Context: an optimization exercise on an open-source flow, tuned for small area, a short achievable clock period and few clock cycles. The choices shown serve that exercise and are no tape-out recipe. RTL that was checked went through simulation tests only; none was proved equivalent to the original. Only the layout flow was run in run 1; the RTL was not checked for function there. Power is estimated from default activity; no workload was simulated.

## flow/design.v (module list and top-level ports; edited modules follow where they fit)
// module Divider16t: 84 lines
// module div_step: 26 lines
// module div_mux8: 6 lines
// module div_sgn: 3 lines
// module MultDiv: 2458 lines
// module mac_fa: 4 lines
// module mac_ha: 4 lines
// module mac_pp: 3 lines
// module mac_add64: 1751 lines
// module div_sub35: 843 lines
// module pfx_pg: 4 lines
// module pfx_p: 3 lines
// module pfx_g: 3 lines
// module pfx_bn: 4 lines
// module pfx_bp: 4 lines
// module pfx_gn: 3 lines
// module pfx_gp: 3 lines
// module muldiv_unit: 174 lines
module muldiv_unit (
    input               clk,
    input               resetn,
    input               req_valid,
    output              req_ready,
    input       [2:0]   req_op,      
    input       [31:0]  req_a,
    input       [31:0]  req_b,
    input       [31:0]  req_hi,      
    input       [31:0]  req_lo,
    output              resp_valid,
    output      [31:0]  resp_hi,
    output      [31:0]  resp_lo
);
  // ...
==> flow/flow/run.sh <==
#!/bin/bash
# The standard layout (standard.sh) with two changes to how it is made:
#  - ORFS's setup repair is asked to leave a larger slack margin: the design's
#    20 ns clock leaves every path with slack, so without a margin the repair
#    never works on the critical paths;
#  - the port buffers that placement inserts on every input and output are
#    plain buffers (buf_4) rather than the slow delay cells it picks by itself.
set -euo pipefail
MARGIN=15
PORTBUF=sky130_fd_sc_hd__buf_4
sed "s|\"\${@:-finish}\"|SETUP_SLACK_MARGIN=$MARGIN 'BUFFER_PORTS_ARGS=-buffer_cell $PORTBUF' \"\${@:-finish}\"|" standard.sh > standard_mod.sh
grep -q "SETUP_SLACK_MARGIN=$MARGIN" standard_mod.sh
bash standard_mod.sh > layout.log 2>&1
==> flow/standard.sh <==
#!/bin/bash
# synth_recipe.tcl (not shown) runs the flow's synth.tcl, then flattens the netlist and writes it again
# the make line also repeats each setting of config.mk as NAME=value (left out here)
make -C /OpenROAD-flow-scripts/flow DESIGN_CONFIG=/design/flow/config.mk WORK_HOME=/design/flow/orfs CLKGATE_MAP_FILE= SYNTH_SCRIPT=/design/flow/synth_recipe.tcl "${@:-finish}"
==> flow/config.mk <==
export PLATFORM = sky130hd
export DESIGN_NAME = muldiv_unit
export DESIGN_NICKNAME = muldiv_unit
export VERILOG_FILES = /design/flow/design.v
export SDC_FILE = /design/flow/constraint.sdc
export NUM_CORES = 8
export LEC_CHECK = 0
export CAP_MARGIN = 20
export CORE_MARGIN = 2
export CORE_UTILIZATION = 40
export SLEW_MARGIN = 20
export SYNTH_HIERARCHICAL = 1
export SYNTH_MINIMUM_KEEP_SIZE = 0
==> flow/constraint.sdc <==
create_clock -name core_clock -period 20.0 [get_ports {clk}]
set_input_delay 4.0000 -clock core_clock [delete_from_list [all_inputs] [get_ports {clk}]]
set_output_delay 4.0000 -clock core_clock [all_outputs]
set_load 0.01 [all_outputs]
==> notes.md, run 1 <==
fraction of layout cells with a size suffix above 1 39.3%; wire length of the first global-routing pass 420,000 microns; Peak VDD IR 0.320 mV; origin of the worst setup path resp_div; Flop pwr share 12.9%; number of non-clock inverters 325; Final Hold Vio Count 0; setup TNS 0 ns; Top class by area multi-input combinational cells; Slew Viols, Final 0; Power Density 207 mW/mm^2; clock latency (worst-skew pair) 0.73 ns; multi-input gates 5,283; fill cell count 15,700; NetSw 0.00884 W; met1 usage 41.6%; GPL Wtd Cong 1.04; htree depth 3; final instance count without filler cells 9,407; Post-Place Cells 8,856; R2R Setup Slk 14.27 ns; met2 wire len 132,000 microns; status no timing/DRC/antenna violations; I/O Buffers 199; most used routing layer met2; drt first pass iters 7; n_diodes 5
==> module Divider16t, before the edit <==
module Divider16t (
    input               clk,
    input               resetn,
    input               start,       
    input               sa,          
    input               sb,          
    input       [31:0]  a,           
    input       [31:0]  b,           
    input       [5:0]   lza,         
    input       [5:0]   lzb,         
    input               take,        
    output              idle,        
    output              done,        
    output              idle_n,      
    output              done_n,      
    output      [63:0]  res          
);
    localparam S_IDLE = 2'd0, S_ITER = 2'd1, S_DONE = 2'd2, S_FIX = 2'd3;
    reg [1:0]   state;
    reg [3:0]   cnt;
    reg [31:0]  rr, qq;          
    reg [31:0]  ddn;             
    reg [33:0]  d3n;             
    reg         q_neg, r_neg;
    wire [6:0]  nq3 = {1'b0, lzb} - {1'b0, lza} + {6'd0, sa} + 7'd4;    
    wire        qz  = nq3[6] || nq3[5:0] < 6'd4;                       
    wire [3:0]  kq  = nq3[5] ? 4'd8 : {1'b0, nq3[4:2]};                 
    wire [2:0]  sh  = 3'd0 - kq[2:0];             
    wire [63:0] w0 = {32'd0, a} << {sh, 2'b00};
    wire [33:0] x1 = {rr, qq[31:30]};
    wire [31:0] r1, r2;
    wire [1:0]  q1, q2;
    div_step u_st1 (x1, {3'b111, ddn}, {2'b11, ddn, 1'b1}, {1'b1, d3n}, r1, q1);
    wire [33:0] x2 = {r1, qq[29:28]};
    div_step u_st2 (x2, {3'b111, ddn}, {2'b11, ddn, 1'b1}, {1'b1, d3n}, r2, q2);
    wire [33:0] st1 = {r1, q1};
    wire [33:0] st2 = {r2, q2};
    wire        load = start && (state == S_IDLE || (state == S_DONE && take));
    assign idle = state == S_IDLE;
    assign done = state == S_DONE;
    assign res  = {rr, qq};
    wire        fix = r_neg || q_neg;
    reg [1:0]   state_n;
    always @(*) begin
        state_n = state;
        if (load)
            state_n = !qz ? S_ITER : sa ? S_FIX : S_DONE;
        else
            case (state)
                S_ITER: if (cnt == 4'd1) state_n = fix ? S_FIX : S_DONE;
                S_FIX:  state_n = S_DONE;
                S_DONE: if (take) state_n = S_IDLE;
                default: ;
            endcase
    end
    assign idle_n = state_n == S_IDLE;
    assign done_n = state_n == S_DONE;
    always @(posedge clk) begin
        if (!resetn)
            state <= S_IDLE;
        else
            state <= state_n;
    end
    wire        iter   = state == S_ITER;
    wire        w_en   = load || iter || state == S_FIX;
    wire [31:0] rr_alt = load ? (qz ? a : w0[63:32]) : (rr ^ {32{r_neg}}) + {31'd0, r_neg};
    wire [31:0] qq_alt = load ? (qz ? 32'd0 : w0[31:0]) : (qq ^ {32{q_neg}}) + {31'd0, q_neg};
    always @(posedge clk) begin
        if (w_en) begin
            rr    <= iter ? st2[33:2] : rr_alt;
            qq    <= iter ? {qq[27:0], st1[1:0], st2[1:0]} : qq_alt;
        end
        if (load) begin
            cnt   <= kq;
            ddn   <= ~b;
            d3n   <= ~({2'b0, b} + {1'b0, b, 1'b0});
            q_neg <= !qz && (sa ^ sb);
            r_neg <= sa;
        end
        else if (iter) begin
            cnt   <= cnt - 4'd1;
        end
    end
endmodule  
==> module div_sgn, before the edit <==
module div_sgn (input p, input c, output nonneg);
    assign nonneg = ~(p ^ c);
endmodule
==> module div_sub35, before the edit <==
module div_sub35 (input [34:0] a, input [34:0] b, input cin, output [34:0] s, output cout, output ctop, output ptop);
    wire g1_0;
    wire g1_1;
    wire g1_2;
    wire p1_2;
    wire g1_3;
    wire p1_3;
    wire g1_4;
    wire p1_4;
    wire g1_5;
    wire p1_5;
    wire g1_6;
    wire p1_6;
    wire g1_7;
    wire p1_7;
    wire g1_8;
    wire p1_8;
    wire g1_9;
    wire p1_9;
    wire g1_10;
    wire p1_10;
    wire g1_11;
    wire p1_11;
    wire g1_12;
    wire p1_12;
    wire g1_13;
    wire p1_13;
    wire g1_14;
    wire p1_14;
    wire g1_15;
    wire p1_15;
    wire g1_16;
    wire p1_16;
    wire g1_17;
    wire p1_17;
    wire g1_18;
    wire p1_18;
    wire g1_19;
    wire p1_19;
    wire g1_20;
    wire p1_20;
    wire g1_21;
    wire p1_21;
    wire g1_22;
    wire p1_22;
    wire g1_23;
    wire p1_23;
    wire g1_24;
    wire p1_24;
    wire g1_25;
    wire p1_25;
    wire g1_26;
    wire p1_26;
    wire g1_27;
    wire p1_27;
    wire g1_28;
    wire p1_28;
    wire g1_29;
    wire p1_29;
    wire g1_30;
    wire p1_30;
    wire g1_31;
    wire p1_31;
    wire g1_32;
    wire p1_32;
    wire g1_33;
    wire p1_33;
    wire g1_34;
    wire p1_34;
    wire g1_35;
    wire p1_35;
    wire g2_0;
    wire g2_1;
    wire g2_2;
    wire p2_2;
    wire g2_3;
    wire g2_4;
    wire p2_4;
    wire g2_5;
    wire p2_5;
    wire g2_6;
    wire p2_6;
    wire g2_7;
    wire p2_7;
    wire g2_8;
    wire p2_8;
    wire g2_9;
    wire p2_9;
    wire g2_10;
    wire p2_10;
    wire g2_11;
    wire p2_11;
    wire g2_12;
    wire p2_12;
    wire g2_13;
    wire p2_13;
    wire g2_14;
    wire p2_14;
    wire g2_15;
    wire p2_15;
    wire g2_16;
    wire p2_16;
    wire g2_17;
    wire p2_17;
    wire g2_18;
    wire p2_18;
    wire g2_19;
    wire p2_19;
    wire g2_20;
    wire p2_20;
    wire g2_21;
    wire p2_21;
    wire g2_22;
    wire p2_22;
    wire g2_23;
    wire p2_23;
    wire g2_24;
    wire p2_24;
    wire g2_25;
    wire p2_25;
    wire g2_26;
    wire p2_26;
    wire g2_27;
    wire p2_27;
    wire g2_28;
    wire p2_28;
    wire g2_29;
    wire p2_29;
    wire g2_30;
    wire p2_30;
    wire g2_31;
    wire p2_31;
    wire g2_32;
    wire p2_32;
    wire g2_33;
    wire p2_33;
    wire g2_34;
    wire p2_34;
    wire g2_35;
    wire p2_35;
    wire g3_0;
    wire g3_1;
    wire g3_2;
    wire p3_2;
    wire g3_3;
    wire g3_4;
    wire p3_4;
    wire g3_5;
    wire g3_6;
    wire p3_6;
    wire g3_7;
    wire g3_8;
    wire p3_8;
    wire g3_9;
    wire p3_9;
    wire g3_10;
    wire p3_10;
    wire g3_11;
    wire p3_11;
    wire g3_12;
    wire p3_12;
    wire g3_13;
    wire p3_13;
    wire g3_14;
    wire p3_14;
    wire g3_15;
    wire p3_15;
    wire g3_16;
    wire p3_16;
    wire g3_17;
    wire p3_17;
    wire g3_18;
    wire p3_18;
    wire g3_19;
    wire p3_19;
    wire g3_20;
    wire p3_20;
    wire g3_21;
    wire p3_21;
    wire g3_22;
    wire p3_22;
    wire g3_23;
    wire p3_23;
    wire g3_24;
    wire p3_24;
    wire g3_25;
    wire p3_25;
    wire g3_26;
    wire p3_26;
    wire g3_27;
    wire p3_27;
    wire g3_28;
    wire p3_28;
    wire g3_29;
    wire p3_29;
    wire g3_30;
    wire p3_30;
    wire g3_31;
    wire p3_31;
    wire g3_32;
    wire p3_32;
    wire g3_33;
    wire p3_33;
    wire g3_34;
    wire p3_34;
    wire g3_35;
    wire p3_35;
    wire g4_0;
    wire g4_1;
    wire g4_2;
    wire p4_2;
    wire g4_3;
    wire g4_4;
    wire p4_4;
    wire g4_5;
    wire g4_6;
    wire p4_6;
    wire g4_7;
    wire g4_8;
    wire p4_8;
    wire g4_9;
    wire g4_10;
    wire p4_10;
    wire g4_11;
    wire g4_12;
    wire p4_12;
    wire g4_13;
    wire g4_14;
    wire p4_14;
    wire g4_15;
    wire g4_16;
    wire p4_16;
    wire g4_17;
    wire p4_17;
    wire g4_18;
    wire p4_18;
    wire g4_19;
    wire p4_19;
    wire g4_20;
    wire p4_20;
    wire g4_21;
    wire p4_21;
    wire g4_22;
    wire p4_22;
    wire g4_23;
    wire p4_23;
    wire g4_24;
    wire p4_24;
    wire g4_25;
    wire p4_25;
    wire g4_26;
    wire p4_26;
    wire g4_27;
    wire p4_27;
    wire g4_28;
    wire p4_28;
    wire g4_29;
    wire p4_29;
    wire g4_30;
    wire p4_30;
    wire g4_31;
    wire p4_31;
    wire g4_32;
    wire p4_32;
    wire g4_33;
    wire p4_33;
    wire g4_34;
    wire p4_34;
    wire g4_35;
    wire p4_35;
    wire g5_0;
    wire g5_1;
    wire g5_2;
    wire p5_2;
    wire g5_3;
    wire g5_4;
    wire p5_4;
    wire g5_5;
    wire g5_6;
    wire p5_6;
    wire g5_7;
    wire g5_8;
    wire p5_8;
    wire g5_9;
    wire g5_10;
    wire p5_10;
    wire g5_11;
    wire g5_12;
    wire p5_12;
    wire g5_13;
    wire g5_14;
    wire p5_14;
    wire g5_15;
    wire g5_16;
    wire p5_16;
    wire g5_17;
    wire g5_18;
    wire p5_18;
    wire g5_19;
    wire g5_20;
    wire p5_20;
    wire g5_21;
    wire g5_22;
    wire p5_22;
    wire g5_23;
    wire g5_24;
    wire p5_24;
    wire g5_25;
    wire g5_26;
    wire p5_26;
    wire g5_27;
    wire g5_28;
    wire p5_28;
    wire g5_29;
    wire g5_30;
    wire p5_30;
    wire g5_31;
    wire g5_32;
    wire p5_32;
    wire g5_33;
    wire p5_33;
    wire g5_34;
    wire p5_34;
    wire g5_35;
    wire p5_35;
    wire g6_0;
    wire g6_1;
    wire g6_2;
    wire p6_2;
    wire g6_3;
    wire g6_4;
    wire p6_4;
    wire g6_5;
    wire g6_6;
    wire p6_6;
    wire g6_7;
    wire g6_8;
    wire p6_8;
    wire g6_9;
    wire g6_10;
    wire p6_10;
    wire g6_11;
    wire g6_12;
    wire p6_12;
    wire g6_13;
    wire g6_14;
    wire p6_14;
    wire g6_15;
    wire g6_16;
    wire p6_16;
    wire g6_17;
    wire g6_18;
    wire p6_18;
    wire g6_19;
    wire g6_20;
    wire p6_20;
    wire g6_21;
    wire g6_22;
    wire p6_22;
    wire g6_23;
    wire g6_24;
    wire p6_24;
    wire g6_25;
    wire g6_26;
    wire p6_26;
    wire g6_27;
    wire g6_28;
    wire p6_28;
    wire g6_29;
    wire g6_30;
    wire p6_30;
    wire g6_31;
    wire g6_32;
    wire p6_32;
    wire g6_33;
    wire g6_34;
    wire p6_34;
    wire g6_35;
    wire g7_0;
    wire g7_1;
    wire g7_2;
    wire g7_3;
    wire g7_4;
    wire g7_5;
    wire g7_6;
    wire g7_7;
    wire g7_8;
    wire g7_9;
    wire g7_10;
    wire g7_11;
    wire g7_12;
    wire g7_13;
    wire g7_14;
    wire g7_15;
    wire g7_16;
    wire g7_17;
    wire g7_18;
    wire g7_19;
    wire g7_20;
    wire g7_21;
    wire g7_22;
    wire g7_23;
    wire g7_24;
    wire g7_25;
    wire g7_26;
    wire g7_27;
    wire g7_28;
    wire g7_29;
    wire g7_30;
    wire g7_31;
    wire g7_32;
    wire g7_33;
    wire g7_34;
    wire g7_35;
    wire [34:0] p0, g0;
    pfx_pg u_pg0 (a[0], b[0], p0[0], g0[0]);
    pfx_pg u_pg1 (a[1], b[1], p0[1], g0[1]);
    pfx_pg u_pg2 (a[2], b[2], p0[2], g0[2]);
    pfx_pg u_pg3 (a[3], b[3], p0[3], g0[3]);
    pfx_pg u_pg4 (a[4], b[4], p0[4], g0[4]);
    pfx_pg u_pg5 (a[5], b[5], p0[5], g0[5]);
    pfx_pg u_pg6 (a[6], b[6], p0[6], g0[6]);
    pfx_pg u_pg7 (a[7], b[7], p0[7], g0[7]);
    pfx_pg u_pg8 (a[8], b[8], p0[8], g0[8]);
    pfx_pg u_pg9 (a[9], b[9], p0[9], g0[9]);
    pfx_pg u_pg10 (a[10], b[10], p0[10], g0[10]);
    pfx_pg u_pg11 (a[11], b[11], p0[11], g0[11]);
    pfx_pg u_pg12 (a[12], b[12], p0[12], g0[12]);
    pfx_pg u_pg13 (a[13], b[13], p0[13], g0[13]);
    pfx_pg u_pg14 (a[14], b[14], p0[14], g0[14]);
    pfx_pg u_pg15 (a[15], b[15], p0[15], g0[15]);
    pfx_pg u_pg16 (a[16], b[16], p0[16], g0[16]);
    pfx_pg u_pg17 (a[17], b[17], p0[17], g0[17]);
    pfx_pg u_pg18 (a[18], b[18], p0[18], g0[18]);
    pfx_pg u_pg19 (a[19], b[19], p0[19], g0[19]);
    pfx_pg u_pg20 (a[20], b[20], p0[20], g0[20]);
    pfx_pg u_pg21 (a[21], b[21], p0[21], g0[21]);
    pfx_pg u_pg22 (a[22], b[22], p0[22], g0[22]);
    pfx_pg u_pg23 (a[23], b[23], p0[23], g0[23]);
    pfx_pg u_pg24 (a[24], b[24], p0[24], g0[24]);
    pfx_pg u_pg25 (a[25], b[25], p0[25], g0[25]);
    pfx_pg u_pg26 (a[26], b[26], p0[26], g0[26]);
    pfx_pg u_pg27 (a[27], b[27], p0[27], g0[27]);
    pfx_pg u_pg28 (a[28], b[28], p0[28], g0[28]);
    pfx_pg u_pg29 (a[29], b[29], p0[29], g0[29]);
    pfx_pg u_pg30 (a[30], b[30], p0[30], g0[30]);
    pfx_pg u_pg31 (a[31], b[31], p0[31], g0[31]);
    pfx_pg u_pg32 (a[32], b[32], p0[32], g0[32]);
    pfx_pg u_pg33 (a[33], b[33], p0[33], g0[33]);
    pfx_pg u_pg34 (a[34], b[34], p0[34], g0[34]);
    assign g1_0 = ~cin;
    pfx_gn u_g1_1 (g0[0], p0[0], cin, g1_1);
    assign g1_2 = ~g0[1];
    assign p1_2 = ~p0[1];
    pfx_bn u_b1_3 (g0[2], p0[2], g0[1], p0[1], g1_3, p1_3);
    assign g1_4 = ~g0[3];
    assign p1_4 = ~p0[3];
    pfx_bn u_b1_5 (g0[4], p0[4], g0[3], p0[3], g1_5, p1_5);
    assign g1_6 = ~g0[5];
    assign p1_6 = ~p0[5];
    pfx_bn u_b1_7 (g0[6], p0[6], g0[5], p0[5], g1_7, p1_7);
    assign g1_8 = ~g0[7];
    assign p1_8 = ~p0[7];
    pfx_bn u_b1_9 (g0[8], p0[8], g0[7], p0[7], g1_9, p1_9);
    assign g1_10 = ~g0[9];
    assign p1_10 = ~p0[9];
    pfx_bn u_b1_11 (g0[10], p0[10], g0[9], p0[9], g1_11, p1_11);
    assign g1_12 = ~g0[11];
    assign p1_12 = ~p0[11];
    pfx_bn u_b1_13 (g0[12], p0[12], g0[11], p0[11], g1_13, p1_13);
    assign g1_14 = ~g0[13];
    assign p1_14 = ~p0[13];
    pfx_bn u_b1_15 (g0[14], p0[14], g0[13], p0[13], g1_15, p1_15);
    assign g1_16 = ~g0[15];
    assign p1_16 = ~p0[15];
    pfx_bn u_b1_17 (g0[16], p0[16], g0[15], p0[15], g1_17, p1_17);
    assign g1_18 = ~g0[17];
    assign p1_18 = ~p0[17];
    pfx_bn u_b1_19 (g0[18], p0[18], g0[17], p0[17], g1_19, p1_19);
    assign g1_20 = ~g0[19];
    assign p1_20 = ~p0[19];
    pfx_bn u_b1_21 (g0[20], p0[20], g0[19], p0[19], g1_21, p1_21);
    assign g1_22 = ~g0[21];
    assign p1_22 = ~p0[21];
    pfx_bn u_b1_23 (g0[22], p0[22], g0[21], p0[21], g1_23, p1_23);
    assign g1_24 = ~g0[23];
    assign p1_24 = ~p0[23];
    pfx_bn u_b1_25 (g0[24], p0[24], g0[23], p0[23], g1_25, p1_25);
    assign g1_26 = ~g0[25];
    assign p1_26 = ~p0[25];
    pfx_bn u_b1_27 (g0[26], p0[26], g0[25], p0[25], g1_27, p1_27);
    assign g1_28 = ~g0[27];
    assign p1_28 = ~p0[27];
    pfx_bn u_b1_29 (g0[28], p0[28], g0[27], p0[27], g1_29, p1_29);
    assign g1_30 = ~g0[29];
    assign p1_30 = ~p0[29];
    pfx_bn u_b1_31 (g0[30], p0[30], g0[29], p0[29], g1_31, p1_31);
    assign g1_32 = ~g0[31];
    assign p1_32 = ~p0[31];
    pfx_bn u_b1_33 (g0[32], p0[32], g0[31], p0[31], g1_33, p1_33);
    assign g1_34 = ~g0[33];
    assign p1_34 = ~p0[33];
    pfx_bn u_b1_35 (g0[34], p0[34], g0[33], p0[33], g1_35, p1_35);
    assign g2_0 = ~g1_0;
    assign g2_1 = ~g1_1;
    assign g2_2 = ~g1_2;
    assign p2_2 = ~p1_2;
    pfx_gp u_g2_3 (g1_3, p1_3, g1_1, g2_3);
    assign g2_4 = ~g1_4;
    assign p2_4 = ~p1_4;
    pfx_bp u_b2_5 (g1_5, p1_5, g1_3, p1_3, g2_5, p2_5);
    assign g2_6 = ~g1_6;
    assign p2_6 = ~p1_6;
    pfx_bp u_b2_7 (g1_7, p1_7, g1_5, p1_5, g2_7, p2_7);
    assign g2_8 = ~g1_8;
    assign p2_8 = ~p1_8;
    pfx_bp u_b2_9 (g1_9, p1_9, g1_7, p1_7, g2_9, p2_9);
    assign g2_10 = ~g1_10;
    assign p2_10 = ~p1_10;
    pfx_bp u_b2_11 (g1_11, p1_11, g1_9, p1_9, g2_11, p2_11);
    assign g2_12 = ~g1_12;
    assign p2_12 = ~p1_12;
    pfx_bp u_b2_13 (g1_13, p1_13, g1_11, p1_11, g2_13, p2_13);
    assign g2_14 = ~g1_14;
    assign p2_14 = ~p1_14;
    pfx_bp u_b2_15 (g1_15, p1_15, g1_13, p1_13, g2_15, p2_15);
    assign g2_16 = ~g1_16;
    assign p2_16 = ~p1_16;
    pfx_bp u_b2_17 (g1_17, p1_17, g1_15, p1_15, g2_17, p2_17);
    assign g2_18 = ~g1_18;
    assign p2_18 = ~p1_18;
    pfx_bp u_b2_19 (g1_19, p1_19, g1_17, p1_17, g2_19, p2_19);
    assign g2_20 = ~g1_20;
    assign p2_20 = ~p1_20;
    pfx_bp u_b2_21 (g1_21, p1_21, g1_19, p1_19, g2_21, p2_21);
    assign g2_22 = ~g1_22;
    assign p2_22 = ~p1_22;
    pfx_bp u_b2_23 (g1_23, p1_23, g1_21, p1_21, g2_23, p2_23);
    assign g2_24 = ~g1_24;
    assign p2_24 = ~p1_24;
    pfx_bp u_b2_25 (g1_25, p1_25, g1_23, p1_23, g2_25, p2_25);
    assign g2_26 = ~g1_26;
    assign p2_26 = ~p1_26;
    pfx_bp u_b2_27 (g1_27, p1_27, g1_25, p1_25, g2_27, p2_27);
    assign g2_28 = ~g1_28;
    assign p2_28 = ~p1_28;
    pfx_bp u_b2_29 (g1_29, p1_29, g1_27, p1_27, g2_29, p2_29);
    assign g2_30 = ~g1_30;
    assign p2_30 = ~p1_30;
    pfx_bp u_b2_31 (g1_31, p1_31, g1_29, p1_29, g2_31, p2_31);
    assign g2_32 = ~g1_32;
    assign p2_32 = ~p1_32;
    pfx_bp u_b2_33 (g1_33, p1_33, g1_31, p1_31, g2_33, p2_33);
    assign g2_34 = ~g1_34;
    assign p2_34 = ~p1_34;
    pfx_bp u_b2_35 (g1_35, p1_35, g1_33, p1_33, g2_35, p2_35);
    assign g3_0 = ~g2_0;
    assign g3_1 = ~g2_1;
    assign g3_2 = ~g2_2;
    assign p3_2 = ~p2_2;
    assign g3_3 = ~g2_3;
    assign g3_4 = ~g2_4;
    assign p3_4 = ~p2_4;
    pfx_gn u_g3_5 (g2_5, p2_5, g2_1, g3_5);
    assign g3_6 = ~g2_6;
    assign p3_6 = ~p2_6;
    pfx_gn u_g3_7 (g2_7, p2_7, g2_3, g3_7);
    assign g3_8 = ~g2_8;
    assign p3_8 = ~p2_8;
    pfx_bn u_b3_9 (g2_9, p2_9, g2_5, p2_5, g3_9, p3_9);
    assign g3_10 = ~g2_10;
    assign p3_10 = ~p2_10;
    pfx_bn u_b3_11 (g2_11, p2_11, g2_7, p2_7, g3_11, p3_11);
    assign g3_12 = ~g2_12;
    assign p3_12 = ~p2_12;
    pfx_bn u_b3_13 (g2_13, p2_13, g2_9, p2_9, g3_13, p3_13);
    assign g3_14 = ~g2_14;
    assign p3_14 = ~p2_14;
    pfx_bn u_b3_15 (g2_15, p2_15, g2_11, p2_11, g3_15, p3_15);
    assign g3_16 = ~g2_16;
    assign p3_16 = ~p2_16;
    pfx_bn u_b3_17 (g2_17, p2_17, g2_13, p2_13, g3_17, p3_17);
    assign g3_18 = ~g2_18;
    assign p3_18 = ~p2_18;
    pfx_bn u_b3_19 (g2_19, p2_19, g2_15, p2_15, g3_19, p3_19);
    assign g3_20 = ~g2_20;
    assign p3_20 = ~p2_20;
    pfx_bn u_b3_21 (g2_21, p2_21, g2_17, p2_17, g3_21, p3_21);
    assign g3_22 = ~g2_22;
    assign p3_22 = ~p2_22;
    pfx_bn u_b3_23 (g2_23, p2_23, g2_19, p2_19, g3_23, p3_23);
    assign g3_24 = ~g2_24;
    assign p3_24 = ~p2_24;
    pfx_bn u_b3_25 (g2_25, p2_25, g2_21, p2_21, g3_25, p3_25);
    assign g3_26 = ~g2_26;
    assign p3_26 = ~p2_26;
    pfx_bn u_b3_27 (g2_27, p2_27, g2_23, p2_23, g3_27, p3_27);
    assign g3_28 = ~g2_28;
    assign p3_28 = ~p2_28;
    pfx_bn u_b3_29 (g2_29, p2_29, g2_25, p2_25, g3_29, p3_29);
    assign g3_30 = ~g2_30;
    assign p3_30 = ~p2_30;
    pfx_bn u_b3_31 (g2_31, p2_31, g2_27, p2_27, g3_31, p3_31);
    assign g3_32 = ~g2_32;
    assign p3_32 = ~p2_32;
    pfx_bn u_b3_33 (g2_33, p2_33, g2_29, p2_29, g3_33, p3_33);
    assign g3_34 = ~g2_34;
    assign p3_34 = ~p2_34;
    pfx_bn u_b3_35 (g2_35, p2_35, g2_31, p2_31, g3_35, p3_35);
    assign g4_0 = ~g3_0;
    assign g4_1 = ~g3_1;
    assign g4_2 = ~g3_2;
    assign p4_2 = ~p3_2;
    assign g4_3 = ~g3_3;
    assign g4_4 = ~g3_4;
    assign p4_4 = ~p3_4;
    assign g4_5 = ~g3_5;
    assign g4_6 = ~g3_6;
    assign p4_6 = ~p3_6;
    assign g4_7 = ~g3_7;
    assign g4_8 = ~g3_8;
    assign p4_8 = ~p3_8;
    pfx_gp u_g4_9 (g3_9, p3_9, g3_1, g4_9);
    assign g4_10 = ~g3_10;
    assign p4_10 = ~p3_10;
    pfx_gp u_g4_11 (g3_11, p3_11, g3_3, g4_11);
    assign g4_12 = ~g3_12;
    assign p4_12 = ~p3_12;
    pfx_gp u_g4_13 (g3_13, p3_13, g3_5, g4_13);
    assign g4_14 = ~g3_14;
    assign p4_14 = ~p3_14;
    pfx_gp u_g4_15 (g3_15, p3_15, g3_7, g4_15);
    assign g4_16 = ~g3_16;
    assign p4_16 = ~p3_16;
    pfx_bp u_b4_17 (g3_17, p3_17, g3_9, p3_9, g4_17, p4_17);
    assign g4_18 = ~g3_18;
    assign p4_18 = ~p3_18;
    pfx_bp u_b4_19 (g3_19, p3_19, g3_11, p3_11, g4_19, p4_19);
    assign g4_20 = ~g3_20;
    assign p4_20 = ~p3_20;
    pfx_bp u_b4_21 (g3_21, p3_21, g3_13, p3_13, g4_21, p4_21);
    assign g4_22 = ~g3_22;
    assign p4_22 = ~p3_22;
    pfx_bp u_b4_23 (g3_23, p3_23, g3_15, p3_15, g4_23, p4_23);
    assign g4_24 = ~g3_24;
    assign p4_24 = ~p3_24;
    pfx_bp u_b4_25 (g3_25, p3_25, g3_17, p3_17, g4_25, p4_25);
    assign g4_26 = ~g3_26;
    assign p4_26 = ~p3_26;
    pfx_bp u_b4_27 (g3_27, p3_27, g3_19, p3_19, g4_27, p4_27);
    assign g4_28 = ~g3_28;
    assign p4_28 = ~p3_28;
    pfx_bp u_b4_29 (g3_29, p3_29, g3_21, p3_21, g4_29, p4_29);
    assign g4_30 = ~g3_30;
    assign p4_30 = ~p3_30;
    pfx_bp u_b4_31 (g3_31, p3_31, g3_23, p3_23, g4_31, p4_31);
    assign g4_32 = ~g3_32;
    assign p4_32 = ~p3_32;
    pfx_bp u_b4_33 (g3_33, p3_33, g3_25, p3_25, g4_33, p4_33);
    assign g4_34 = ~g3_34;
    assign p4_34 = ~p3_34;
    pfx_bp u_b4_35 (g3_35, p3_35, g3_27, p3_27, g4_35, p4_35);
    assign g5_0 = ~g4_0;
    assign g5_1 = ~g4_1;
    assign g5_2 = ~g4_2;
    assign p5_2 = ~p4_2;
    assign g5_3 = ~g4_3;
    assign g5_4 = ~g4_4;
    assign p5_4 = ~p4_4;
    assign g5_5 = ~g4_5;
    assign g5_6 = ~g4_6;
    assign p5_6 = ~p4_6;
    assign g5_7 = ~g4_7;
    assign g5_8 = ~g4_8;
    assign p5_8 = ~p4_8;
    assign g5_9 = ~g4_9;
    assign g5_10 = ~g4_10;
    assign p5_10 = ~p4_10;
    assign g5_11 = ~g4_11;
    assign g5_12 = ~g4_12;
    assign p5_12 = ~p4_12;
    assign g5_13 = ~g4_13;
    assign g5_14 = ~g4_14;
    assign p5_14 = ~p4_14;
    assign g5_15 = ~g4_15;
    assign g5_16 = ~g4_16;
    assign p5_16 = ~p4_16;
    pfx_gn u_g5_17 (g4_17, p4_17, g4_1, g5_17);
    assign g5_18 = ~g4_18;
    assign p5_18 = ~p4_18;
    pfx_gn u_g5_19 (g4_19, p4_19, g4_3, g5_19);
    assign g5_20 = ~g4_20;
    assign p5_20 = ~p4_20;
    pfx_gn u_g5_21 (g4_21, p4_21, g4_5, g5_21);
    assign g5_22 = ~g4_22;
    assign p5_22 = ~p4_22;
    pfx_gn u_g5_23 (g4_23, p4_23, g4_7, g5_23);
    assign g5_24 = ~g4_24;
    assign p5_24 = ~p4_24;
    pfx_gn u_g5_25 (g4_25, p4_25, g4_9, g5_25);
    assign g5_26 = ~g4_26;
    assign p5_26 = ~p4_26;
    pfx_gn u_g5_27 (g4_27, p4_27, g4_11, g5_27);
    assign g5_28 = ~g4_28;
    assign p5_28 = ~p4_28;
    pfx_gn u_g5_29 (g4_29, p4_29, g4_13, g5_29);
    assign g5_30 = ~g4_30;
    assign p5_30 = ~p4_30;
    pfx_gn u_g5_31 (g4_31, p4_31, g4_15, g5_31);
    assign g5_32 = ~g4_32;
    assign p5_32 = ~p4_32;
    pfx_bn u_b5_33 (g4_33, p4_33, g4_17, p4_17, g5_33, p5_33);
    assign g5_34 = ~g4_34;
    assign p5_34 = ~p4_34;
    pfx_bn u_b5_35 (g4_35, p4_35, g4_19, p4_19, g5_35, p5_35);
    assign g6_0 = ~g5_0;
    assign g6_1 = ~g5_1;
    assign g6_2 = ~g5_2;
    assign p6_2 = ~p5_2;
    assign g6_3 = ~g5_3;
    assign g6_4 = ~g5_4;
    assign p6_4 = ~p5_4;
    assign g6_5 = ~g5_5;
    assign g6_6 = ~g5_6;
    assign p6_6 = ~p5_6;
    assign g6_7 = ~g5_7;
    assign g6_8 = ~g5_8;
    assign p6_8 = ~p5_8;
    assign g6_9 = ~g5_9;
    assign g6_10 = ~g5_10;
    assign p6_10 = ~p5_10;
    assign g6_11 = ~g5_11;
    assign g6_12 = ~g5_12;
    assign p6_12 = ~p5_12;
    assign g6_13 = ~g5_13;
    assign g6_14 = ~g5_14;
    assign p6_14 = ~p5_14;
    assign g6_15 = ~g5_15;
    assign g6_16 = ~g5_16;
    assign p6_16 = ~p5_16;
    assign g6_17 = ~g5_17;
    assign g6_18 = ~g5_18;
    assign p6_18 = ~p5_18;
    assign g6_19 = ~g5_19;
    assign g6_20 = ~g5_20;
    assign p6_20 = ~p5_20;
    assign g6_21 = ~g5_21;
    assign g6_22 = ~g5_22;
    assign p6_22 = ~p5_22;
    assign g6_23 = ~g5_23;
    assign g6_24 = ~g5_24;
    assign p6_24 = ~p5_24;
    assign g6_25 = ~g5_25;
    assign g6_26 = ~g5_26;
    assign p6_26 = ~p5_26;
    assign g6_27 = ~g5_27;
    assign g6_28 = ~g5_28;
    assign p6_28 = ~p5_28;
    assign g6_29 = ~g5_29;
    assign g6_30 = ~g5_30;
    assign p6_30 = ~p5_30;
    assign g6_31 = ~g5_31;
    assign g6_32 = ~g5_32;
    assign p6_32 = ~p5_32;
    pfx_gp u_g6_33 (g5_33, p5_33, g5_1, g6_33);
    assign g6_34 = ~g5_34;
    assign p6_34 = ~p5_34;
    pfx_gp u_g6_35 (g5_35, p5_35, g5_3, g6_35);
    assign g7_0 = ~g6_0;
    assign g7_1 = ~g6_1;
    pfx_gn u_g7_2 (g6_2, p6_2, g6_1, g7_2);
    assign g7_3 = ~g6_3;
    pfx_gn u_g7_4 (g6_4, p6_4, g6_3, g7_4);
    assign g7_5 = ~g6_5;
    pfx_gn u_g7_6 (g6_6, p6_6, g6_5, g7_6);
    assign g7_7 = ~g6_7;
    pfx_gn u_g7_8 (g6_8, p6_8, g6_7, g7_8);
    assign g7_9 = ~g6_9;
    pfx_gn u_g7_10 (g6_10, p6_10, g6_9, g7_10);
    assign g7_11 = ~g6_11;
    pfx_gn u_g7_12 (g6_12, p6_12, g6_11, g7_12);
    assign g7_13 = ~g6_13;
    pfx_gn u_g7_14 (g6_14, p6_14, g6_13, g7_14);
    assign g7_15 = ~g6_15;
    pfx_gn u_g7_16 (g6_16, p6_16, g6_15, g7_16);
    assign g7_17 = ~g6_17;
    pfx_gn u_g7_18 (g6_18, p6_18, g6_17, g7_18);
    assign g7_19 = ~g6_19;
    pfx_gn u_g7_20 (g6_20, p6_20, g6_19, g7_20);
    assign g7_21 = ~g6_21;
    pfx_gn u_g7_22 (g6_22, p6_22, g6_21, g7_22);
    assign g7_23 = ~g6_23;
    pfx_gn u_g7_24 (g6_24, p6_24, g6_23, g7_24);
    assign g7_25 = ~g6_25;
    pfx_gn u_g7_26 (g6_26, p6_26, g6_25, g7_26);
    assign g7_27 = ~g6_27;
    pfx_gn u_g7_28 (g6_28, p6_28, g6_27, g7_28);
    assign g7_29 = ~g6_29;
    pfx_gn u_g7_30 (g6_30, p6_30, g6_29, g7_30);
    assign g7_31 = ~g6_31;
    pfx_gn u_g7_32 (g6_32, p6_32, g6_31, g7_32);
    assign g7_33 = ~g6_33;
    pfx_gn u_g7_34 (g6_34, p6_34, g6_33, g7_34);
    assign g7_35 = ~g6_35;
    assign s[0] = ~(p0[0] ^ g7_0);
    assign s[1] = ~(p0[1] ^ g7_1);
    assign s[2] = ~(p0[2] ^ g7_2);
    assign s[3] = ~(p0[3] ^ g7_3);
    assign s[4] = ~(p0[4] ^ g7_4);
    assign s[5] = ~(p0[5] ^ g7_5);
    assign s[6] = ~(p0[6] ^ g7_6);
    assign s[7] = ~(p0[7] ^ g7_7);
    assign s[8] = ~(p0[8] ^ g7_8);
    assign s[9] = ~(p0[9] ^ g7_9);
    assign s[10] = ~(p0[10] ^ g7_10);
    assign s[11] = ~(p0[11] ^ g7_11);
    assign s[12] = ~(p0[12] ^ g7_12);
    assign s[13] = ~(p0[13] ^ g7_13);
    assign s[14] = ~(p0[14] ^ g7_14);
    assign s[15] = ~(p0[15] ^ g7_15);
    assign s[16] = ~(p0[16] ^ g7_16);
    assign s[17] = ~(p0[17] ^ g7_17);
    assign s[18] = ~(p0[18] ^ g7_18);
    assign s[19] = ~(p0[19] ^ g7_19);
    assign s[20] = ~(p0[20] ^ g7_20);
    assign s[21] = ~(p0[21] ^ g7_21);
    assign s[22] = ~(p0[22] ^ g7_22);
    assign s[23] = ~(p0[23] ^ g7_23);
    assign s[24] = ~(p0[24] ^ g7_24);
    assign s[25] = ~(p0[25] ^ g7_25);
    assign s[26] = ~(p0[26] ^ g7_26);
    assign s[27] = ~(p0[27] ^ g7_27);
    assign s[28] = ~(p0[28] ^ g7_28);
    assign s[29] = ~(p0[29] ^ g7_29);
    assign s[30] = ~(p0[30] ^ g7_30);
    assign s[31] = ~(p0[31] ^ g7_31);
    assign s[32] = ~(p0[32] ^ g7_32);
    assign s[33] = ~(p0[33] ^ g7_33);
    assign s[34] = ~(p0[34] ^ g7_34);
    assign cout = ~g7_35;
    assign ctop = ~g7_34;
    assign ptop = p0[34];
endmodule
==> module muldiv_unit, before the edit <==
module muldiv_unit (
    input               clk,
    input               resetn,
    input               req_valid,
    output              req_ready,
    input       [2:0]   req_op,      
    input       [31:0]  req_a,
    input       [31:0]  req_b,
    input       [31:0]  req_hi,      
    input       [31:0]  req_lo,
    output              resp_valid,
    output      [31:0]  resp_hi,
    output      [31:0]  resp_lo
);
    reg         ir_valid;
    reg         ir_div, ir_sa, ir_sb;
    reg [31:0]  ir_a, ir_b, ir_hi, ir_lo;
    reg [16:0]  ir_one, ir_two, ir_neg;
    reg [5:0]   ir_lza, ir_lzb;      
    wire        rq_sgn = !req_op[0];
    wire        rq_sub = req_op[2] && req_op[1];
    wire        rq_sa  = rq_sgn && req_a[31];
    wire        rq_sb  = rq_sgn && req_b[31];
    wire [34:0] rq_bx  = {{2{rq_sb}}, req_b, 1'b0};
    wire        rq_flip = rq_sub ^ rq_sa;       
    reg  [16:0] rq_one, rq_two, rq_neg;
    integer j;
    always @(*) begin
        for (j = 0; j < 17; j = j + 1) begin
            rq_one[j] = rq_bx[2*j+1] ^ rq_bx[2*j];
            rq_two[j] = (rq_bx[2*j+2] & !rq_bx[2*j+1] & !rq_bx[2*j]) |
                        (!rq_bx[2*j+2] & rq_bx[2*j+1] & rq_bx[2*j]);
            rq_neg[j] = rq_bx[2*j+2] ^ rq_flip;
        end
    end
    function [5:0] lzc32;
        input [31:0] v;
        reg   [7:0]  nz4;
        reg   [15:0] l4;         
        reg   [3:0]  nz8;
        reg   [11:0] l8;         
        reg   [1:0]  nz16;
        reg   [7:0]  l16;        
        integer i;
        begin
            for (i = 0; i < 8; i = i + 1) begin
                nz4[i] = |v[4*i +: 4];
                l4[2*i +: 2] = v[4*i+3] ? 2'd0 : v[4*i+2] ? 2'd1 : v[4*i+1] ? 2'd2 : 2'd3;
            end
            for (i = 0; i < 4; i = i + 1) begin
                nz8[i] = nz4[2*i+1] | nz4[2*i];
                l8[3*i +: 3] = nz4[2*i+1] ? {1'b0, l4[4*i+2 +: 2]} : {1'b1, l4[4*i +: 2]};
            end
            for (i = 0; i < 2; i = i + 1) begin
                nz16[i] = nz8[2*i+1] | nz8[2*i];
                l16[4*i +: 4] = nz8[2*i+1] ? {1'b0, l8[6*i+3 +: 3]} : {1'b1, l8[6*i +: 3]};
            end
            lzc32 = nz16[1] ? {2'b00, l16[7:4]} : nz16[0] ? {2'b01, l16[3:0]} : 6'd32;
        end
    endfunction
    wire [5:0]  rq_lza = rq_sa ? lzc32(~req_a) : lzc32(req_a);
    wire [5:0]  rq_lzb = rq_sb ? lzc32(~req_b) : lzc32(req_b);
    wire [31:0] rq_na = -req_a;
    wire [31:0] rq_nb = -req_b;
    reg         b_valid, b_wait;     
    reg         e0_full, e1_full;    
    reg         e0_wait, e1_wait;    
    reg [63:0]  e0_res, e1_res;
    reg         resp_e0, resp_div;   
    reg         mul_ok, div_ok;      
    wire        div_idle, div_done;
    wire        dv_idle_n, dv_done_n;    
    wire [63:0] div_res;
    wire [63:0] mac_r0, mac_r1;
    reg  [63:0] b_r0, b_r1;
    wire [63:0] mac_res;
    wire        mac_co, mac_ct, mac_pt;
    wire        mul_issue = ir_valid && !ir_div && mul_ok;
    wire        div_issue = ir_valid &&  ir_div && div_ok;
    wire        consume   = mul_issue || div_issue;
    assign req_ready  = !ir_valid || consume;
    assign resp_valid = resp_e0 || resp_div;
    assign resp_hi    = resp_div ? div_res[63:32] : e0_res[63:32];
    assign resp_lo    = resp_div ? div_res[31:0]  : e0_res[31:0];
    wire        q1     = resp_e0 ? e1_full : (e0_full && !e1_full);     
    wire        q2     = !resp_e0 && e1_full;                           
    wire        e0_nf  = q1 || q2 || b_valid;
    wire        e1_nf  = q2 || (q1 && b_valid);
    wire        div_busy = !dv_idle_n;
    wire        b_wait_l = b_wait && !resp_div;
    wire        e0_nw  = resp_e0 ? (e1_full ? e1_wait && !resp_div : b_wait_l)
                                 : (e0_full ? e0_wait && !resp_div : b_wait_l);
    wire        e1_nw  = q1 ? b_wait_l : (e1_wait && !resp_div);
    wire        e0_rn  = e0_nf && !e0_nw;        
    always @(posedge clk) begin
        if (!resetn) begin
            ir_valid <= 1'b0;
            b_valid  <= 1'b0;
            b_wait   <= 1'b0;
            e0_full  <= 1'b0;
            e1_full  <= 1'b0;
            e0_wait  <= 1'b0;
            e1_wait  <= 1'b0;
            resp_e0  <= 1'b0;
            resp_div <= 1'b0;
            mul_ok   <= 1'b1;
            div_ok   <= 1'b1;
        end
        else begin
            ir_valid <= req_ready ? req_valid : ir_valid;
            b_valid  <= mul_issue;
            b_wait   <= div_busy;
            e0_full  <= e0_nf;
            e1_full  <= e1_nf;
            e0_wait  <= e0_nw;
            e1_wait  <= e1_nw;
            resp_e0  <= e0_rn;
            resp_div <= dv_done_n && !e0_rn;
            mul_ok   <= !e0_nf || (!e1_nf && (!mul_issue || e0_rn)) || (e1_nf && e0_rn && !mul_issue);
            div_ok   <= dv_idle_n || (dv_done_n && !e0_rn);
        end
    end
    always @(posedge clk) begin
        if (req_ready) begin
            ir_div <= !req_op[2] && req_op[1];
            ir_sa  <= rq_sa;
            ir_sb  <= rq_sb;
            ir_a   <= rq_sa ? rq_na : req_a;
            ir_b   <= rq_sb ? rq_nb : req_b;
            ir_one <= rq_one;
            ir_two <= rq_two;
            ir_neg <= rq_neg;
            ir_lza <= rq_lza;
            ir_lzb <= rq_lzb;
            ir_hi  <= req_op[2] ? req_hi : 32'd0;
            ir_lo  <= req_op[2] ? req_lo : 32'd0;
        end
        b_r0 <= mac_r0;
        b_r1 <= mac_r1;
        if (resp_e0 && e1_full)
            e0_res <= e1_res;
        else if (!e0_full || resp_e0)
            e0_res <= mac_res;
        if (q1)
            e1_res <= mac_res;
    end
    MultDiv u_mac (
        .a   ( ir_a            ),
        .one ( ir_one          ),
        .two ( ir_two          ),
        .neg ( ir_neg          ),
        .x   ( {ir_hi, ir_lo}  ),
        .r0  ( mac_r0          ),
        .r1  ( mac_r1          )
    );
    mac_add64 u_cpa (b_r0, b_r1, 1'b0, mac_res, mac_co, mac_ct, mac_pt);
    Divider16t u_div (
        .clk    ( clk       ),
        .resetn ( resetn    ),
        .start  ( div_issue ),
        .sa     ( ir_sa     ),
        .sb     ( ir_sb     ),
        .a      ( ir_a      ),
        .b      ( ir_b      ),
        .lza    ( ir_lza    ),
        .lzb    ( ir_lzb    ),
        .take   ( resp_div  ),
        .idle   ( div_idle  ),
        .done   ( div_done  ),
        .idle_n ( dv_idle_n ),
        .done_n ( dv_done_n ),
        .res    ( div_res   )
    );
endmodule
==> inputs of run 2 (changes only) <==
--- a/flow/design.v
+++ b/flow/design.v
@@ -61,20 +61,23 @@
             state <= S_IDLE;
         else
             state <= state_n;
     end
     wire        iter   = state == S_ITER;
     wire        w_en   = load || iter || state == S_FIX;
     wire [31:0] rr_alt = load ? (qz ? a : w0[63:32]) : (rr ^ {32{r_neg}}) + {31'd0, r_neg};
     wire [31:0] qq_alt = load ? (qz ? 32'd0 : w0[31:0]) : (qq ^ {32{q_neg}}) + {31'd0, q_neg};
+    wire [31:0] rr_d, qq_d;
+    div_nsel u_nr (iter, st2[33:2], rr_alt, rr_d);
+    div_nsel u_nq (iter, {qq[27:0], st1[1:0], st2[1:0]}, qq_alt, qq_d);
     always @(posedge clk) begin
         if (w_en) begin
-            rr    <= iter ? st2[33:2] : rr_alt;
-            qq    <= iter ? {qq[27:0], st1[1:0], st2[1:0]} : qq_alt;
+            rr    <= rr_d;
+            qq    <= qq_d;
         end
         if (load) begin
             cnt   <= kq;
             ddn   <= ~b;
             d3n   <= ~({2'b0, b} + {1'b0, b, 1'b0});
             q_neg <= !qz && (sa ^ sb);
             r_neg <= sa;
         end
@@ -110,18 +113,21 @@
     assign q = {k2[3], k3[3] | (!k2[3] & k1[3])};
 endmodule
 module div_mux8 (input c3, input c2, input c1, input [7:0] t3, input [7:0] t2,
                  input [7:0] t1, input [7:0] x, output [7:0] r);
     wire [7:0] u = c3 ? t3 : t2;
     wire [7:0] v = c1 ? t1 : x;
     assign r = c2 ? u : v;
 endmodule
-module div_sgn (input p, input c, output nonneg);
-    assign nonneg = ~(p ^ c);
+module div_sgn (input p, input c_n, output nonneg);
+    assign nonneg = p ^ c_n;
+endmodule
+module div_nsel (input iter, input [31:0] st, input [31:0] alt, output [31:0] d);
+    assign d = iter ? st : alt;
 endmodule
 module MultDiv (
     input  [31:0] a,
     input  [16:0] one,
     input  [16:0] two,
     input  [16:0] neg,
     input  [63:0] x,
     output [63:0] r0,      
@@ -4330,17 +4336,17 @@
     assign s[57] = p0[57] ^ g8_57;
     assign s[58] = p0[58] ^ g8_58;
     assign s[59] = p0[59] ^ g8_59;
     assign s[60] = p0[60] ^ g8_60;
     assign s[61] = p0[61] ^ g8_61;
     assign s[62] = p0[62] ^ g8_62;
     assign s[63] = p0[63] ^ g8_63;
     assign cout = g8_64;
-    assign ctop = g8_63;
+    assign ctop = g8_63;     
     assign ptop = p0[63];
 endmodule
 module div_sub35 (input [34:0] a, input [34:0] b, input cin, output [34:0] s, output cout, output ctop, output ptop);
     wire g1_0;
     wire g1_1;
     wire g1_2;
     wire p1_2;
     wire g1_3;
@@ -5173,17 +5179,17 @@
     assign s[28] = ~(p0[28] ^ g7_28);
     assign s[29] = ~(p0[29] ^ g7_29);
     assign s[30] = ~(p0[30] ^ g7_30);
     assign s[31] = ~(p0[31] ^ g7_31);
     assign s[32] = ~(p0[32] ^ g7_32);
     assign s[33] = ~(p0[33] ^ g7_33);
     assign s[34] = ~(p0[34] ^ g7_34);
     assign cout = ~g7_35;
-    assign ctop = ~g7_34;
+    assign ctop = g7_34;     
     assign ptop = p0[34];
 endmodule
 module pfx_pg (input a, input b, output p, output g);
     assign p = a ^ b;
     assign g = a & b;
 endmodule
 module pfx_p (input a, input b, output p);
     assign p = a ^ b;
@@ -5270,67 +5276,77 @@
     wire [5:0]  rq_lzb = rq_sb ? lzc32(~req_b) : lzc32(req_b);
     wire [31:0] rq_na = -req_a;
     wire [31:0] rq_nb = -req_b;
     reg         b_valid, b_wait;     
     reg         e0_full, e1_full;    
     reg         e0_wait, e1_wait;    
     reg [63:0]  e0_res, e1_res;
     reg         resp_e0, resp_div;   
+    reg         resp_any;            
     reg         mul_ok, div_ok;      
+    reg         rdy;                 
     wire        div_idle, div_done;
     wire        dv_idle_n, dv_done_n;    
     wire [63:0] div_res;
     wire [63:0] mac_r0, mac_r1;
     reg  [63:0] b_r0, b_r1;
     wire [63:0] mac_res;
     wire        mac_co, mac_ct, mac_pt;
     wire        mul_issue = ir_valid && !ir_div && mul_ok;
     wire        div_issue = ir_valid &&  ir_div && div_ok;
     wire        consume   = mul_issue || div_issue;
-    assign req_ready  = !ir_valid || consume;
-    assign resp_valid = resp_e0 || resp_div;
+    assign req_ready  = rdy;             
+    assign resp_valid = resp_any;
     assign resp_hi    = resp_div ? div_res[63:32] : e0_res[63:32];
     assign resp_lo    = resp_div ? div_res[31:0]  : e0_res[31:0];
     wire        q1     = resp_e0 ? e1_full : (e0_full && !e1_full);     
     wire        q2     = !resp_e0 && e1_full;                           
     wire        e0_nf  = q1 || q2 || b_valid;
     wire        e1_nf  = q2 || (q1 && b_valid);
     wire        div_busy = !dv_idle_n;
     wire        b_wait_l = b_wait && !resp_div;
     wire        e0_nw  = resp_e0 ? (e1_full ? e1_wait && !resp_div : b_wait_l)
                                  : (e0_full ? e0_wait && !resp_div : b_wait_l);
     wire        e1_nw  = q1 ? b_wait_l : (e1_wait && !resp_div);
     wire        e0_rn  = e0_nf && !e0_nw;        
+    wire        mul_ok_n = !e0_nf || (!e1_nf && (!mul_issue || e0_rn)) || (e1_nf && e0_rn && !mul_issue);
+    wire        div_ok_n = dv_idle_n || (dv_done_n && !e0_rn);
+    wire        ir_valid_n = req_ready ? req_valid : (ir_valid && !consume);
+    wire        ir_div_n   = req_ready ? (!req_op[2] && req_op[1]) : ir_div;
     always @(posedge clk) begin
         if (!resetn) begin
             ir_valid <= 1'b0;
             b_valid  <= 1'b0;
             b_wait   <= 1'b0;
             e0_full  <= 1'b0;
             e1_full  <= 1'b0;
             e0_wait  <= 1'b0;
             e1_wait  <= 1'b0;
             resp_e0  <= 1'b0;
             resp_div <= 1'b0;
+            resp_any <= 1'b0;
+            rdy      <= 1'b1;
             mul_ok   <= 1'b1;
             div_ok   <= 1'b1;
         end
         else begin
-            ir_valid <= req_ready ? req_valid : ir_valid;
+            ir_valid <= ir_valid_n;
             b_valid  <= mul_issue;
             b_wait   <= div_busy;
             e0_full  <= e0_nf;
             e1_full  <= e1_nf;
             e0_wait  <= e0_nw;
             e1_wait  <= e1_nw;
             resp_e0  <= e0_rn;
             resp_div <= dv_done_n && !e0_rn;
-            mul_ok   <= !e0_nf || (!e1_nf && (!mul_issue || e0_rn)) || (e1_nf && e0_rn && !mul_issue);
-            div_ok   <= dv_idle_n || (dv_done_n && !e0_rn);
+            resp_any <= e0_rn || dv_done_n;
+            mul_ok   <= mul_ok_n;
+            div_ok   <= div_ok_n;
+            rdy      <= !ir_valid_n || (ir_div_n ? div_ok_n : mul_ok_n);
         end
     end
     always @(posedge clk) begin
         if (req_ready) begin
             ir_div <= !req_op[2] && req_op[1];
             ir_sa  <= rq_sa;
             ir_sb  <= rq_sb;
             ir_a   <= rq_sa ? rq_na : req_a;
==> flow/flow/run.sh (replaced) <==
#!/bin/bash
# The standard layout (standard.sh) with two changes to how it is made:
#  - ORFS's setup repair is asked to leave a larger slack margin: the design's
#    20 ns clock leaves every path with slack, so without a margin the repair
#    never works on the critical paths;
#  - the port buffers that placement inserts on every input and output are
#    plain buffers (buf_4) rather than the slow delay cells it picks by itself.
set -euo pipefail
MARGIN=14.25
PORTBUF=sky130_fd_sc_hd__buf_4
sed "s|\"\${@:-finish}\"|SETUP_SLACK_MARGIN=$MARGIN 'BUFFER_PORTS_ARGS=-buffer_cell $PORTBUF' \"\${@:-finish}\"|" standard.sh > standard_mod.sh
grep -q "SETUP_SLACK_MARGIN=$MARGIN" standard_mod.sh
bash standard_mod.sh > layout.log 2>&1
==> run 2 against run 1 <==
Non-clock buffer count down 166; sequential share of layout area up 0.77 points; sequential power down 3%; maximum frequency down 0.23%; synthesized cell count about the same; wire length about the same.
==> notes.md, run 2 <==
CTS clk-pin slew, worst paths 0.06 ns; Die Y 424 microns; CP Data Required Time 16.00 ns; CP Capture Type output port; Worst Skew 0.0738 ns; Iter 0 DRT Violations 5,701; wire length of the first global-routing pass 415,000 microns (-1.2%); net count reported at finish 7,958; initial antenna violation count 6; CTS tree done; Tot GR Track Use 31.9%; Finish-stage setup viols 0; htree depth 3 (unchanged); Clk Tree Root Cell clkbuf_16; Placed Area 0.0741 sq mm; Setup CP Type reg2out; Leak 29.8 nW; Slew Viols, Final 0 (unchanged); post-route worst setup slack 13.98 ns; CP max FO 28; Vias/cell 6.04; Final HPWL DP 211,000 microns; largest net degree at the start of global routing 70; fraction of layout cells with a size suffix above 1 34.7% (-4.6 points); most frequent cells in the layout xnor2_1 (851), fa_1 (546), a22oi_2 (528), buf_4 (483), edfxtp_1 (454); area grow syn2layout 17.4%; crit path DAT 2.02 ns; post-layout instance area 0.0827 sq mm; Via Count 55,900; unrepaired setup endpoints after global routing true; FMAX 0.166 GHz; I/O Buffers 199 (unchanged); Std-Cell Rows 153; synth warn 8; startpoint types flop; Die W 424 microns; die area 0.179 sq mm; setup TNS 0 ns (unchanged); Syn Inst Count 6,433; Place WS 12.48 ns; drt first pass iters 6 (-1); vias in the first global route 57,400; clock sink total 598; core area 0.174 sq mm; Synth Area per Inst 10.9 sq um; Slew HR 25.7%; Final Cycle Share 30.1%; Final min period 6.02 ns; Least-Margin Pin Slew 1.12 ns; total power 0.0156 W; status no timing/DRC/antenna violations; routed len/inst 31.8 microns; clock latency (worst-skew pair) 0.71 ns (-0.02 ns); # DRC 0; Cell Chain, Critical Path buf_16 -> mux2_4 -> buf_4; Power Density 189 mW/mm^2 (-8.6%); GR Overflow Total 0; CP peak stage delay 0.45 ns; Crit-path slowest cell mux2_4; WL final 294,000 microns; Initial Utilization 40.4%; Min-Delay Path Class reg2reg; Peak VDD IR 0.212 mV (-34%); most common cell after layout, fill and taps aside xnor2_1; I/O pin cnt 200; Final Hold Vio Count 0 (unchanged); GPL Wtd Cong 1.01 (-2.4%); maxcap violations 0; mapped cell area 0.0704 sq mm; Num CTS Buffers 79; Worst Hold Slack 0.467 ns; Post-DRT Antenna Nets 0; Longest Clk Path Bufs 3
run 2: report_power, final:
| part | switching, W | total (W) | internal [W] |
|---|---|---|---|
| sequential | 0.000168 | 0.00223 | 0.00206 |
| clock | 0.000616 | 0.00146 | 0.000841 |
| combinational | 0.00687 | 0.0119 | 0.00507 |
| total | 0.00766 | 0.0156 | 0.00797 |
run 2: what timing repair did:
action | 4_1_cts | 5_1_grt
gates resized for setup | 294 | 301
buffers inserted | 132 | 108
pin swaps | 34 | 43
hold buffers | 0 | 0
cloned | 7 | 2
hold endpoints to repair | 0 | 0
setup endpoints to repair | 106 | 125
run 2: worst paths after layout:
check	startpoint	to	slack, ns	cells past startpoint
hold reg to reg	ir_lo[0]	b_r0[0]	0.47	1
setup reg to reg	u_div.rr[26]	u_div.rr[8]	14.28	29
hold / removal	ir_lo[0]	b_r0[0]	0.47	1
setup / recovery	resp_div	resp_hi[27]	13.98	3
run 2: routing by layer:
metal	part of all wire, %	GRT usage, %	up-vias	wire length [microns]
li1	-	-	23800	-
met1	41	41.7	28400	120000
met2	46	50.8	2975	134000
met3	7.8	5.24	704	22900
met4	5.9	16.4	6	17300
met5	0.012	0	-	36
run 2: layout make-up:
class / instances / area, sq um
fillers: 16000 / 91700
multi-input cells: 5281 / 54400
flip-flops and latches: 598 / 16500
repair buffers: 566 / 4940
well taps: 2325 / 2910
clock buffers: 111 / 2230
inverters: 335 / 1270
clock inverters: 36 / 394
diodes: 1 / 2.50
run 2: metrics by stage:
stage | util, % | std cells
after global routing | 47.4 | 9252
final | 47.4 | 9253
after detailed placement | 42.5 | 8855
after floorplan | - | 6492
after CTS | 45.8 | 9141
after global placement | 42.5 | 8854
run 2: critical path, delay by kind of cell (launching register included):
kind / cells / cell delay, ns
muxes: 1 / 0.45
buffers and inverters: 2 / 0.41
DFF: 1 / 0.39
Testbench counts of run 2, summed over its fixed seeds: cycles 5,290.
==> inputs of run 3 (changes only) <==
--- a/flow/flow/run.sh
+++ b/flow/flow/run.sh
@@ -8,3 +8,3 @@
 set -euo pipefail
-MARGIN=14.25
+MARGIN=14
 PORTBUF=sky130_fd_sc_hd__buf_4
==> run 3 against run 2 <==
Setup slack improved by 0.020 ns; largest power group unchanged; wire length fell by 5.8%; first-iteration DRC count grew 14%; power shrank 2.9%; via count down 0.45%; area after synthesis stayed put; clock power shrank 4%.
==> notes.md, run 3 <==
status no timing/DRC/antenna violations; core area 0.174 sq mm (unchanged); GR Overflow Total 0 (unchanged); Crit Reg-Reg Endpoint u_div.qq[0]; crit path DAT 2.00 ns (-0.02 ns); Longest Clk Path Bufs 3 (unchanged); Setup CP Type reg2out; vias in the first global route 56,600 (-1.3%); Worst Reg2Reg Path Length in Cells 27 (-6.9%); Worst Skew 0.0603 ns (-0.0135 ns); Std-Cell Rows 153 (unchanged); R2R Setup Slk 14.02 ns (-0.26 ns); GPL Wtd Cong 1.06 (+4.3%); Finish-stage setup viols 0 (unchanged); clock latency (worst-skew pair) 0.72 ns (about the same); FF-to-FF Start u_div.rr[9]; Peak VDD IR 0.327 mV (+54%); unrepaired setup endpoints after global routing true; area grow syn2layout 12.2%; Slew Viols, Final 0 (unchanged); Least-Margin Pin Slew 1.14 ns (+0.0208 ns); Final Hold Vio Count 0 (unchanged); Final min period 6.00 ns (-0.0196 ns); Final Cycle Share 30.0% (-0.098 points); I/O Buffers 199 (unchanged); CTS tree done; Die W 424 microns (unchanged); CTS clk-pin slew, worst paths 0.06 ns (about the same); Die Y 424 microns (unchanged); Post-DRT Antenna Nets 0 (unchanged); Num CTS Buffers 76 (-3.8%); mapped cell area 0.0704 sq mm (unchanged); Clk Tree Root Cell clkbuf_16; Min-Delay Path Class reg2reg; fill cell count 16,200 (+1.3%); Final HPWL DP 196,000 microns (-7.1%); most common cell after layout, fill and taps aside xnor2_1; CP Data Required Time 16.00 ns (about the same); Slew HR 24.0% (-1.6 points); startpoint types flop; wire length of the first global-routing pass 394,000 microns (-5.0%); Power Density 192 mW/mm^2 (+1.6%); Hold Path End b_r1[1]; CP Capture Type output port; htree depth 3 (unchanged); net count reported at finish 7,817 (-1.8%); Tot GR Track Use 29.9% (-2.0 points); Initial Utilization 40.4% (unchanged); WL final 277,000 microns (-5.8%); Iter 0 DRT Violations 6,494 (+14%); Worst Hold Slack 0.503 ns (+0.0356 ns); synth warn 8 (unchanged); routed len/inst 30.4 microns (-4.3%); CP max FO 9 (-68%); fraction of layout cells with a size suffix above 1 30.7% (-4.0 points); die area 0.179 sq mm (unchanged); drt first pass iters 6 (unchanged); Via Count 55,700 (-0.45%); Leak 28.7 nW (-3.7%); Syn Inst Count 6,433 (unchanged); # DRC 0 (unchanged); FMAX 0.167 GHz (+0.33%); I/O pin cnt 200 (unchanged); min-delay src ir_lo[1]; largest net degree at the start of global routing 70 (unchanged); Vias/cell 6.11 (+1.1%); most frequent cells in the layout xnor2_1 (851), fa_1 (546), a22oi_2 (528), edfxtp_1 (454), nand2_1 (420); clock sink total 598 (unchanged); setup TNS 0 ns (unchanged); Synth Area per Inst 10.9 sq um (unchanged); total power 0.0152 W (-2.9%); Hold Path Depth 1 (unchanged); initial antenna violation count 14 (+8); maxcap violations 0 (unchanged)
## run 3: metrics by stage
| stage | worst slack (ns) | cells | area, sq um | util (%) |
|---|---|---|---|---|
| detailed placement | 12.83 | 8855 | 74100 | 42.5 |
| global placement | 12.88 | 8854 | 74100 | 42.5 |
| floorplan | 13.43 | 6492 | 70600 | - |
| global route | 13.94 | 9110 | 79000 | 45.3 |
| finish | 14.00 | 9112 | 79000 | 45.3 |
| CTS | 13.97 | 9064 | 78000 | 44.7 |
## run 3: what timing repair did
action / CTS / global route
endpoints found under the setup margin: 98 / 76
cloned: 2 / 3
buffers inserted: 66 / 41
pin swaps: 18 / 25
hold buffers: 0 / 0
resized for setup: 103 / 117
## run 3: worst max path at each step
| stage | from | slack [ns] | depth (start not counted) | endpoint |
|---|---|---|---|---|
| floorplan | rdy | 13.43 | 0 | req_ready |
| global placement | u_div.rr[28] | 12.88 | 22 | u_div.rr[1] |
| detailed placement | u_div.rr[20] | 12.83 | 22 | u_div.rr[14] |
| CTS | resp_div | 13.97 | 4 | resp_hi[7] |
| global route | u_div.rr[9] | 13.94 | 27 | u_div.rr[16] |
| finish | resp_div | 14.00 | 4 | resp_lo[29] |
## run 3: where the power goes
part	total (W)	leakage [nW]	internal, W	switching [W]
Clock	0.00140	1.21	0.000779	0.000622
Combinational	0.0116	21.7	0.00487	0.00671
Sequential	0.00220	5.81	0.00206	0.000138
## run 3: cell type report
type / count / area (sq um) / share of cell area [%]
diodes: 4 / 10.0 / 0.0127
clock buffers: 100 / 2060 / 2.61
clock inverters: 41 / 433 / 0.548
inverters: 335 / 1270 / 1.61
multi-input cells: 5280 / 52200 / 66.1
flip-flops and latches: 598 / 16500 / 20.9
well taps: 2325 / 2910 / 3.68
repair buffers: 429 / 3570 / 4.52
## run 3: per-layer routing
layer	GRT usage, %	up-vias	routed length [microns]
li1	-	23500	-
met1	38.8	28000	110000
met2	46.5	3312	123000
met3	6.25	829	25300
met4	16.7	6	18700
met5	0	-	46
## run 3: critical path: stages, from the launching register on
cell and delay [ns]:
dfxtp_4 0.37, buf_12 0.15, buf_16 0.18, mux2_2 0.40, buf_4 0.16

port drivers added, routing unchanged:
How much do the figures lean on ideal ports? The routed layouts below were timed once more, with nothing changed but the port constraints. Step 1 sets driving cells, clkbuf_16 on the clock port and buf_2 on the other inputs (assumed; they add their load-dependent delay and slew). Step 2 times the ports against the registers' clock, not the clock port: input delays grow and output delays shrink by t, the midpoint of the rising clock arrivals with the driver on. Three values: ideal ports, drivers, drivers and shift; two values: the first two.
run	t (ns)	setup slack, ns	slew at the worst register clock pin (ns)	pins driven straight from the clock port
run 1	0.788	13.999 / 13.918 / 14.061	0.08 / 0.08	1
run 2	0.754	13.984 / 13.902 / 13.677	0.07 / 0.07	1
run 3	0.763	14.004 / 13.928 / 13.442	0.08 / 0.08	1
After both steps setup and hold are still met in every run listed. The setup slack of run 3, which loses most, moves by -0.076 ns with the drivers and by -0.562 ns with both steps.
